Source: an optimization exercise on an open RTL-to-GDS flow (aim: small area). Production flows keep margins and buffers that such runs may drop. In this exercise RTL edits were held to simulation tests only and were not proved equivalent to the original. Power and IR drop assume default switching activity.

==> flow/design.v <==
module avr109tx (
		 input rst,
		 input clk,
		 input[7:0] tx_data,
		 input tx_avail,
		 output txd,
		 output tx_ready
		 );
   parameter CLK_FREQUENCY = 1000000;
   parameter BAUD_RATE = 19200;
   function integer log2;
      input integer value;
      begin
         value = value-1;
         for (log2=0; value>0; log2=log2+1)
           value = value>>1;
      end
   endfunction
   localparam BAUDDIV = (CLK_FREQUENCY / BAUD_RATE);
   localparam LOG2_BAUDDIV = log2(BAUDDIV);
   reg [8:0] 		txshift_d, txshift_q;
   reg [3:0] 	   txcnt_d, txcnt_q;
   reg		   tx_active_d, tx_active_q;
   reg [LOG2_BAUDDIV-1:0] txbaud_d, txbaud_q;
   assign txd = txshift_q[0];
   assign tx_ready = ~tx_active_q;
   always @(*) begin
      txshift_d = txshift_q;
      txcnt_d = txcnt_q;
      tx_active_d = tx_active_q;
      txbaud_d = txbaud_q;
      if (tx_active_q) begin
	 if (txbaud_q == BAUDDIV-1) begin
	    txshift_d = {1'b1, txshift_q[8:1]};
	    if (txcnt_q == 9)
	       tx_active_d = 0;
	    txcnt_d = txcnt_q + 1;
	    txbaud_d = 0;
	 end else begin
	    txbaud_d = txbaud_q + 1;
	 end
      end else if (tx_avail) begin
	 txshift_d = {tx_data, 1'b0};
	 txcnt_d = 0;
	 txbaud_d = 0;
	 tx_active_d = 1;
      end
   end
   always @(posedge clk) begin
      if (rst) begin
	 txshift_q <= 9'b111111111;
	 txcnt_q <= 4'b0;
	 tx_active_q <= 1'b0;
	 txbaud_q <= {LOG2_BAUDDIV{1'b0}};
      end else begin
	 txshift_q <= txshift_d;
	 txcnt_q <= txcnt_d;
	 tx_active_q <= tx_active_d;
	 txbaud_q <= txbaud_d;
      end
   end
endmodule  
module avr109rx (
		 input rst,
		 input clk,
		 output[7:0] rx_data,
		 output rx_avail,
		 input rxd,
		 input rx_enabled
		 );
   parameter CLK_FREQUENCY = 1000000;
   parameter BAUD_RATE = 19200;
   function integer log2;
      input integer value;
      begin
         value = value-1;
         for (log2=0; value>0; log2=log2+1)
           value = value>>1;
      end
   endfunction
   localparam BAUDDIV = (CLK_FREQUENCY / BAUD_RATE);
   localparam LOG2_BAUDDIV = log2(BAUDDIV);
   reg [7:0] rxshift_d, rxshift_q;
   reg 	     rx_active_d, rx_active_q;
   reg 	     rx_done_d, rx_done_q;
   reg [3:0] rxcnt_d,   rxcnt_q;
   reg [LOG2_BAUDDIV-1:0] rxbaud_d, rxbaud_q;
   assign rx_data = rxshift_q;
   assign rx_avail = rx_done_q;
   always @(*) begin
      rx_active_d = rx_active_q;
      rx_done_d = 1'b0;
      if (rx_active_q) begin
	 rxshift_d = rxshift_q;
	 rxcnt_d = rxcnt_q;
	 if (rxbaud_q == BAUDDIV-1) begin
	    if (rxcnt_q == 9) begin
	       if (rxd) begin
		  rx_active_d = 1'b0;
		  rx_done_d = 1'b1;
	       end
	    end else begin
	       rxshift_d = {rxd, rxshift_q[7:1]};
	       rxcnt_d = rxcnt_q + 1;
	    end
	    rxbaud_d = 0;
	 end else begin
	    rxbaud_d = rxbaud_q + 1;
	 end
      end else begin
	 rxshift_d = {8{1'b0}};
	 rxcnt_d = 0;
	 rxbaud_d = BAUDDIV/2;
	 if (~rxd) begin
	    rx_active_d = 1'b1;
	 end
      end
   end
   always @(posedge clk) begin
      if (rst | ~rx_enabled) begin
	 rxshift_q <= {8{1'b0}};
	 rx_active_q <= 1'b0;
	 rx_done_q <= 1'b0;
	 rxcnt_q <= 0;
	 rxbaud_q <= 0;
      end else begin
	 rxshift_q <= rxshift_d;
	 rx_active_q <= rx_active_d;
	 rx_done_q <= rx_done_d;
	 rxcnt_q <= rxcnt_d;
	 rxbaud_q <= rxbaud_d;
      end
   end
endmodule  
module avr109 (
	       input rst,
	       input clk,
	       input rxd,
	       output txd,
	       output intercept_mode,
	       output prog_mode,
	       output[15:0] prog_addr,
	       output[15:0] prog_data,
	       input[15:0] prog_data_in,
	       output prog_low,
	       output prog_high
	       );
   parameter CLK_FREQUENCY = 1560000;
   parameter BAUD_RATE = 9600;
   parameter VERSION_HIGH = "1";
   parameter VERSION_LOW = "0";
   reg 	     tx_avail_d, tx_avail_q;
   reg [7:0] tx_data_d, tx_data_q;
   reg [4:0] state_d, state_q;
   reg [7:0] cnt_d, cnt_q;
   reg [15:0] addr_d, addr_q;
   reg 	      prog_strobe;
   reg        prog_mode_d, prog_mode_q;
   wire       tx_ready;
   wire       rx_avail;
   wire [7:0] rx_data;
   wire       rx_enabled;
   wire       send_ok;
   assign     prog_addr = {1'b0,addr_q[15:1]};
   assign     prog_data = {rx_data,rx_data};
   assign     prog_mode = prog_mode_q;
   assign     prog_low = prog_strobe & ~addr_q[0];
   assign     prog_high = prog_strobe & addr_q[0];
   assign     send_ok = tx_ready & ~tx_avail_q;
   localparam STATE_INACTIVE    = 0;
   localparam STATE_ATTACHING   = 1;
   localparam STATE_IDLE        = 2;
   localparam STATE_BAD_COMMAND = 3;
   localparam STATE_GET_V_HIGH  = 4;
   localparam STATE_GET_V_LOW   = 5;
   localparam STATE_SEND_Y      = 6;
   localparam STATE_GET_BS_Y    = 7;
   localparam STATE_GET_BS_HI   = 8;
   localparam STATE_GET_BS_LO   = 9;
   localparam STATE_SEND_00     = 10;
   localparam STATE_IGNORE_DATA = 11;
   localparam STATE_ACK_CMD     = 12;
   localparam STATE_SET_ADDR_HI = 13;
   localparam STATE_SET_ADDR_LO = 14;
   localparam STATE_SET_CNT_HI  = 16;
   localparam STATE_SET_CNT_LO  = 17;
   localparam STATE_CHECK_FLASH = 18;
   localparam STATE_PROG_GET    = 19;
   localparam STATE_PROG_PUT    = 20;
   localparam STATE_EXIT1       = 21;
   localparam STATE_EXIT2       = 22;
   localparam STATE_SET_CNT_HI2  = 24;
   localparam STATE_SET_CNT_LO2  = 25;
   localparam STATE_CHECK_FLASH2 = 26;
   localparam STATE_READ_GET    = 27;
   localparam STATE_READ_PUT    = 28;
	assign     intercept_mode = (state_q >= STATE_IDLE);
   avr109tx #(.CLK_FREQUENCY(CLK_FREQUENCY), .BAUD_RATE(BAUD_RATE))
            avr109tx_inst(.rst(rst), .clk(clk),
			  .tx_data(tx_data_q), .tx_avail(tx_avail_q),
			  .txd(txd), .tx_ready(tx_ready));
   avr109rx #(.CLK_FREQUENCY(CLK_FREQUENCY), .BAUD_RATE(BAUD_RATE))
            avr109rx_inst(.rst(rst), .clk(clk),
			  .rx_data(rx_data), .rx_avail(rx_avail),
			  .rxd(rxd), .rx_enabled(rx_enabled));
   assign rx_enabled = 1'b1;
   always @(*) begin
      tx_avail_d = 0;
      tx_data_d = 8'h00;
      state_d = state_q;
      cnt_d = cnt_q;
      addr_d = addr_q;
      prog_strobe = 1'b0;
      prog_mode_d = prog_mode_q;
      case (state_q)
	STATE_INACTIVE: begin
	   cnt_d = 0;
	   prog_mode_d = 0;
	   if (rx_avail & (rx_data == 8'h1b))
	     state_d = STATE_ATTACHING;
	end
	STATE_ATTACHING: begin
	   if (rx_avail) begin
	      if (rx_data != ((cnt_q&1)? 8'h1b : 8'haa))
		state_d = STATE_INACTIVE;
	      else begin
		 cnt_d[2:0] = cnt_q[2:0] + 1;
		 if (cnt_q[2:0] == 5)
		   state_d = STATE_IDLE;
	      end
	   end
	end
	STATE_IDLE: begin
	   if (rx_avail) begin
	      case (rx_data)
		8'h0a, 8'h1b: ;
		8'h41: state_d = STATE_SET_ADDR_HI;
		8'h42: state_d = STATE_SET_CNT_HI;
		8'h45: state_d = STATE_EXIT1;
		8'h4c: begin
		   prog_mode_d = 1'b0;
		   state_d = STATE_ACK_CMD;
		end
		8'h50: begin
		   prog_mode_d = 1'b1;
		   state_d = STATE_ACK_CMD;
		end
		8'h54: state_d = STATE_IGNORE_DATA;
		8'h56: state_d = STATE_GET_V_HIGH;
		8'h61: state_d = STATE_SEND_Y;
		8'h62: state_d = STATE_GET_BS_Y;
		8'h67: state_d = STATE_SET_CNT_HI2;
		8'h74: state_d = STATE_SEND_00;
		default: state_d = STATE_BAD_COMMAND;
	      endcase  
	   end
	end
	STATE_BAD_COMMAND: begin
	   if (send_ok) begin
	      tx_data_d = 8'h3f;
	      tx_avail_d = 1'b1;
	      state_d = STATE_IDLE;
	   end
	end
	STATE_GET_V_HIGH: begin
	   if (send_ok) begin
	      tx_data_d = VERSION_HIGH;
	      tx_avail_d = 1'b1;
	      state_d = STATE_GET_V_LOW;
	   end
	end
	STATE_GET_V_LOW: begin
	   if (send_ok) begin
	      tx_data_d = VERSION_LOW;
	      tx_avail_d = 1'b1;
	      state_d = STATE_IDLE;
	   end
	end
	STATE_SEND_Y: begin
	   if (send_ok) begin
	      tx_data_d = 8'h59;
	      tx_avail_d = 1'b1;
	      state_d = STATE_IDLE;
	   end
	end
	STATE_GET_BS_Y: begin
	   if (send_ok) begin
	      tx_data_d = 8'h59;
	      tx_avail_d = 1'b1;
	      state_d = STATE_GET_BS_HI;
	   end
	end
	STATE_GET_BS_HI: begin
	   if (send_ok) begin
	      tx_data_d = 8'h00;
	      tx_avail_d = 1'b1;
	      state_d = STATE_GET_BS_LO;
	   end
	end
	STATE_GET_BS_LO: begin
	   if (send_ok) begin
	      tx_data_d = 8'hff;
	      tx_avail_d = 1'b1;
	      state_d = STATE_IDLE;
	   end
	end
	STATE_SEND_00: begin
	   if (send_ok) begin
	      tx_data_d = 8'h00;
	      tx_avail_d = 1'b1;
	      state_d = STATE_IDLE;
	   end
	end
	STATE_IGNORE_DATA: begin
	   if (rx_avail)
	     state_d = STATE_ACK_CMD;
	end
	STATE_ACK_CMD: begin
	   if (send_ok) begin
	      tx_data_d = 8'h0d;
	      tx_avail_d = 1'b1;
	      state_d = STATE_IDLE;
	   end
	end
	STATE_SET_ADDR_HI: begin
	   if (rx_avail) begin
	      addr_d[15:8] = rx_data;
	      state_d = STATE_SET_ADDR_LO;
	   end
	end
	STATE_SET_ADDR_LO: begin
	   if (rx_avail) begin
	      addr_d[7:0] = rx_data;
	      state_d = STATE_ACK_CMD;
	   end
	end
	STATE_SET_CNT_HI: begin
	   if (rx_avail) begin
	      if (rx_data == 0)
		state_d = STATE_SET_CNT_LO;
	      else
		state_d = STATE_BAD_COMMAND;
	   end
	end
	STATE_SET_CNT_LO: begin
	   if (rx_avail) begin
	      cnt_d = rx_data;
	      state_d = STATE_CHECK_FLASH;
	   end
	end
	STATE_CHECK_FLASH: begin
	   if (rx_avail) begin
	      if (rx_data == 8'h46)
		state_d = (cnt_q == 0? STATE_ACK_CMD : STATE_PROG_GET);
	      else
		state_d = STATE_BAD_COMMAND;
	   end
	end
	STATE_PROG_GET: begin
	   if (rx_avail) begin
	      cnt_d = cnt_q - 1;
	      state_d = STATE_PROG_PUT;
	      prog_strobe = 1'b1;
	   end
	end
	STATE_PROG_PUT: begin
	   addr_d = addr_q + 1;
	   state_d = (cnt_q == 0? STATE_ACK_CMD : STATE_PROG_GET);
	end
	STATE_SET_CNT_HI2: begin
	   if (rx_avail) begin
	      if (rx_data == 0)
		state_d = STATE_SET_CNT_LO2;
	      else
		state_d = STATE_BAD_COMMAND;
	   end
	end
	STATE_SET_CNT_LO2: begin
	   if (rx_avail) begin
	      cnt_d = rx_data;
	      state_d = STATE_CHECK_FLASH2;
	   end
	end
	STATE_CHECK_FLASH2: begin
	   if (rx_avail) begin
	      if (rx_data == 8'h46)
		state_d = (cnt_q == 0? STATE_IDLE : STATE_READ_GET);
	      else
		state_d = STATE_BAD_COMMAND;
	   end
	end
	STATE_READ_GET: begin
	   tx_data_d = (addr_q[0]? prog_data_in[15:8]:prog_data_in[7:0]);
	   if (send_ok) begin
	      tx_avail_d = 1'b1;
	      cnt_d = cnt_q - 1;
	      state_d = STATE_READ_PUT;
	   end
	end
	STATE_READ_PUT: begin
	   addr_d = addr_q + 1;
	   state_d = (cnt_q == 0? STATE_IDLE : STATE_READ_GET);
	end
	STATE_EXIT1: begin
	   if (send_ok) begin
	      tx_data_d = 8'h0d;
	      tx_avail_d = 1'b1;
	      state_d = STATE_EXIT2;
	   end
	end
	STATE_EXIT2: begin
	   if (send_ok)
	     state_d = STATE_INACTIVE;
	end
      endcase  
   end
   always @(posedge clk) begin
      if (rst) begin
	 tx_avail_q <= 1'b0;
	 tx_data_q <= 8'h00;
	 state_q <= STATE_INACTIVE;
	 cnt_q <= 0;
	 addr_q <= 0;
	 prog_mode_q <= 1'b0;
      end else begin
	 tx_avail_q <= tx_avail_d;
	 tx_data_q <= tx_data_d;
	 state_q <= state_d;
	 cnt_q <= cnt_d;
	 addr_q <= addr_d;
	 prog_mode_q <= prog_mode_d;
      end
   end
endmodule  
==> flow/run.sh <==
#!/bin/bash
# synth_recipe.tcl (not shown) runs the flow's synth.tcl, then flattens the netlist and writes it again
# the make line also repeats each setting of config.mk as NAME=value (left out here)
make -C /OpenROAD-flow-scripts/flow DESIGN_CONFIG=/design/flow/config.mk WORK_HOME=/design/flow/orfs CLKGATE_MAP_FILE= SYNTH_SCRIPT=/design/flow/synth_recipe.tcl finish
==> flow/config.mk <==
export PLATFORM = sky130hd
export DESIGN_NAME = avr109
export DESIGN_NICKNAME = avr109
export VERILOG_FILES = /design/flow/design.v
export SDC_FILE = /design/flow/constraint.sdc
export NUM_CORES = 4
export LEC_CHECK = 0
export CAP_MARGIN = 20
export CORE_MARGIN = 2
export CORE_UTILIZATION = 40
export SLEW_MARGIN = 20
==> flow/constraint.sdc <==
create_clock -name core_clock -period 10.0 [get_ports {clk}]
set_input_delay 2.0000 -clock core_clock [delete_from_list [all_inputs] [get_ports {clk}]]
set_output_delay 2.0000 -clock core_clock [all_outputs]
set_load 0.01 [all_outputs]
==> results.txt <==
worst max-delay path, delay by kind of cell, from the launching register on:
kind,cells,cell delay [ps]
AND/OR/NAND/NOR,3,1280
flip-flops,1,990
buffers and inverters,1,550
cell families (layout without fill, tap and decap cells):
| group | count (synthesis) | count (layout) |
|---|---|---|
| xor gates and xnor gates | 14 | 14 |
| adders and majority gates | 15 | 15 |
| buffers and inverters | 100 | 98 |
| other | 1 | 1 |
| and+or+nand+nor | 300 | 300 |
| muxes | 22 | 22 |
| AOI/OAI and AO/OA | 194 | 194 |
| DFF | 83 | 83 |
final timing paths:
| path | from | to | cells after the start | slack [ps] |
|---|---|---|---|---|
| hold reg to reg | avr109tx_inst.txbaud_q[7]$_SDFFE_PP0N_ | avr109tx_inst.txbaud_q[7]$_SDFFE_PP0N_ | 1 | 470 |
| setup reg to reg | state_q[0]$_SDFFE_PP0P_ | state_q[2]$_SDFFE_PP0P_ | 6 | 7070 |
| hold / removal | avr109tx_inst.txbaud_q[7]$_SDFFE_PP0N_ | avr109tx_inst.txbaud_q[7]$_SDFFE_PP0N_ | 1 | 470 |
| setup / recovery | state_q[0]$_SDFFE_PP0P_ | prog_high | 4 | 4820 |
metal layers:
layer / track usage, % / vias up / routed length (um)
met5: 0 / - / 0
met1: 28.2 / 2543 / 7410
met2: 34.4 / 147 / 7140
met3: 4.83 / 26 / 802
met4: 6.61 / 0 / 246
li1: - / 2634 / -
layout by cell type (no fill, tap or decap), drive strengths merged, types with 6 or more instances in the layout:
cell and instances:
a211oi 13, a21oi 42, a22oi 9, a31oi 8
buf 10, clkbuf 11, clkdlybuf4s50 54, dfxtp 83
ha 13, inv 19, mux2 10, mux2i 12
nand2 71, nand2b 14, nand3 24, nand3b 6
nand4 9, nor2 81, nor2b 8, nor3 19
nor4 8, o211ai 10, o21ai 40, o31ai 9
or2 8, or3 6, or4 9, xor2 11
flip-flops by register name (all words and copies together) (netlist names):
signal	flops
avr109tx_inst.tx_active_q	1
avr109rx_inst.rx_done_q	1
addr_q	16
avr109rx_inst.rxshift_q	8
avr109tx_inst.txshift_q	9
avr109rx_inst.rx_active_q	1
avr109tx_inst.txcnt_q	4
cnt_q	8
avr109rx_inst.rxbaud_q	8
state_q	5
avr109rx_inst.rxcnt_q	4
tx_avail_q	1
tx_data_q	8
avr109tx_inst.txbaud_q	8
prog_mode_q	1
power breakdown:
group | leakage (nW) | total [mW] | switching (mW) | internal, mW
Sequential | 0.670 | 0.334 | 0.00170 | 0.332
Combinational | 1.30 | 0.0177 | 0.00857 | 0.00916
Clock | 0.166 | 0.387 | 0.137 | 0.250
Total | 2.14 | 0.738 | 0.147 | 0.591
cell type report:
class	instances	area share (%)
clock inverter	4	1.55
multi-input combinational	546	54.3
tap	180	3.53
inverter	19	1.12
timing repair buffer	64	9.65
sequential	83	26.0
clock buffer	11	3.81
per-stage QoR:
stage / hold WS [ps] / util [%] / cell area, sq um / setup WS (ps)
after global routing: 501 / 46.1 / 6380 / 4590
after CTS: 469 / 46.1 / 6380 / 4880
after floorplan: 434 / - / 5620 / 6450
after detailed placement: 463 / 43.7 / 6040 / 5270
after global placement: 451 / 43.6 / 6030 / 5360
final: 470 / 46.1 / 6380 / 4820
==> impl_metrics.json <==
{
  "gr-usage-all-layers_pct": 21.3,
  "async_flop_share_pct": 0,
  "drt-total-wl_um": 15600,
  "cp-end-kind": "primary output",
  "area_growth_pct": 13.5,
  "synth_ff_type": "dfxtp_1",
  "ir_worst_vdd_mv": 0.0923,
  "nets": 755,
  "synth_top_family_by_area": "simple AND/OR/NAND/NOR gates",
  "yosysUniqueCellTypes": 86,
  "synth_cells": 729,
  "clock_latency_ps": 350,
  "cts_hold_buf": 0,
  "grt_overflow": 0,
  "final_cells": 907,
  "synthMuxAreaShare_pct": 4.21,
  "fin_total_pwr_mw": 0.738,
  "crit_required_ps": 8000,
  "cts_buffers": 9,
  "drc": 0,
  "leakage_nw": 2.14,
  "wire_per_inst_um": 17.2,
  "drv_slew": 0,
  "powerDensity_nw_per_um2": 116,
  "synth_xor_area_share_pct": 2.18,
  "cts_tree": "done",
  "synth_area_leader_cell": "dfxtp_1",
  "final.setup_skew_ps": 7.18,
  "seq_area_sq_um": 1660,
  "postCtsSetupBuffers": 0,
  "grt_pass1_wl_um": 25200,
  "max_freq_ghz": 0.193,
  "dieHeight_um": 123,
  "period_needed_ps": 5180,
  "ant_nets": 0,
  "setup_violations": 0,
  "start_util_pct": 40.6,
  "yosys.area_share.simple_pct": 27.9,
  "die_x_um": 123,
  "post_cts_resize_count": 0,
  "cp_max_fo": 32,
  "cts.sinks": 83,
  "slowest_delay_ps": 990,
  "cp_cell_sequence": "nand2_1 > nor3_1 > and4_1 > clkdlybuf4s50_1",
  "drive_gt1_share_pct": 7.57,
  "synthTopCellsByArea": "dfxtp_1 (30%), nor2_1 (5.3%), nand2_1 (4.7%), a21oi_1 (3.7%), o21ai_0 (3.4%)",
  "crit_type": "flip-flop to primary output",
  "status": "complete, no violations",
  "antenna_found_initial": 0,
  "insertedDiodeCount": 0,
  "cp-start-kind": "flip-flop",
  "multi_input_area_sq_um": 3460,
  "slowest_stage": "dfxtp_1",
  "dieArea_sq_um": 15000,
  "hold_viol": 0,
  "yosysTopAreaCellShare_pct": 29.6,
  "rsz0062_at_grt": "false",
  "vias": 5350,
  "min_period_over_period_pct": 51.8,
  "netlist_area_sq_um": 5620,
  "vias_per_cell": 5.90,
  "gp_congestion": 0.908,
  "cts.htree.levels": 3,
  "clkTransAtPathRegs_ps": 60,
  "port_buffers": 54,
  "first_iter_violations": 457,
  "dr.pass1.iters": 6,
  "synth_nets": 761,
  "grt_pass1_vias": 5087,
  "arrival_ps": 3180,
  "yosysWarnings": 3,
  "fin_setup_tns_ps": 0,
  "clockBufferDepth": 2,
  "synth_edf_count": 0,
  "rows": 43,
  "ios": 56,
  "yosysSeqAreaShare_pct": 29.6,
  "ys_top_cells_by_count": "dfxtp_1 (83), nor2_1 (79), nand2_1 (71)",
  "yosys.area_share.adder_pct": 3.27,
  "ys_ff_latch": 83,
  "worstMarginPinSlew_ps": 1020,
  "nFillCells": 1356,
  "synth.most_common_cell": "dfxtp_1",
  "synth_area_per_cell_sq_um": 7.71,
  "core_sq_um": 13800,
  "clock-root-buffer": "clkbuf_16",
  "holdCritPathClass": "flip-flop to flip-flop",
  "grt_max_degree": 44,
  "synth-compound-area-share_pct": 23.9,
  "slew_headroom_pct": 31.9,
  "post-place-cells": 892,
  "maxCapViolCount": 0,
  "hpwl_um": 10800
}

## re-timing with driven ports
The flow's constraints put no driver on any port. The routed layout listed below was extracted and timed again, unchanged, in two steps.
Step 1 assumes that a clkbuf_16 drives the clock port and a buf_2 every other input.
Step 2, shift: input delay + t, output delay - t, t = (earliest + latest rising clock arrival at the registers) / 2. This alone moves slack from input paths to output paths.
Slacks: ideal ports / drivers / drivers and shift; pairs: ideal ports / drivers.
t (ns): 0.390
setup WS [ns]: 4.817 / 4.776 / 5.166
hold WS [ns]: 0.470 / 0.470 / 0.470
latest minus earliest clock arrival (ns): 0.007 / 0.008
worst register clock-pin slew, ns: 0.06 / 0.06
After both steps this run still meets setup and hold. The setup slack of this run moves by -0.041 ns with the drivers and by +0.349 ns with both steps.
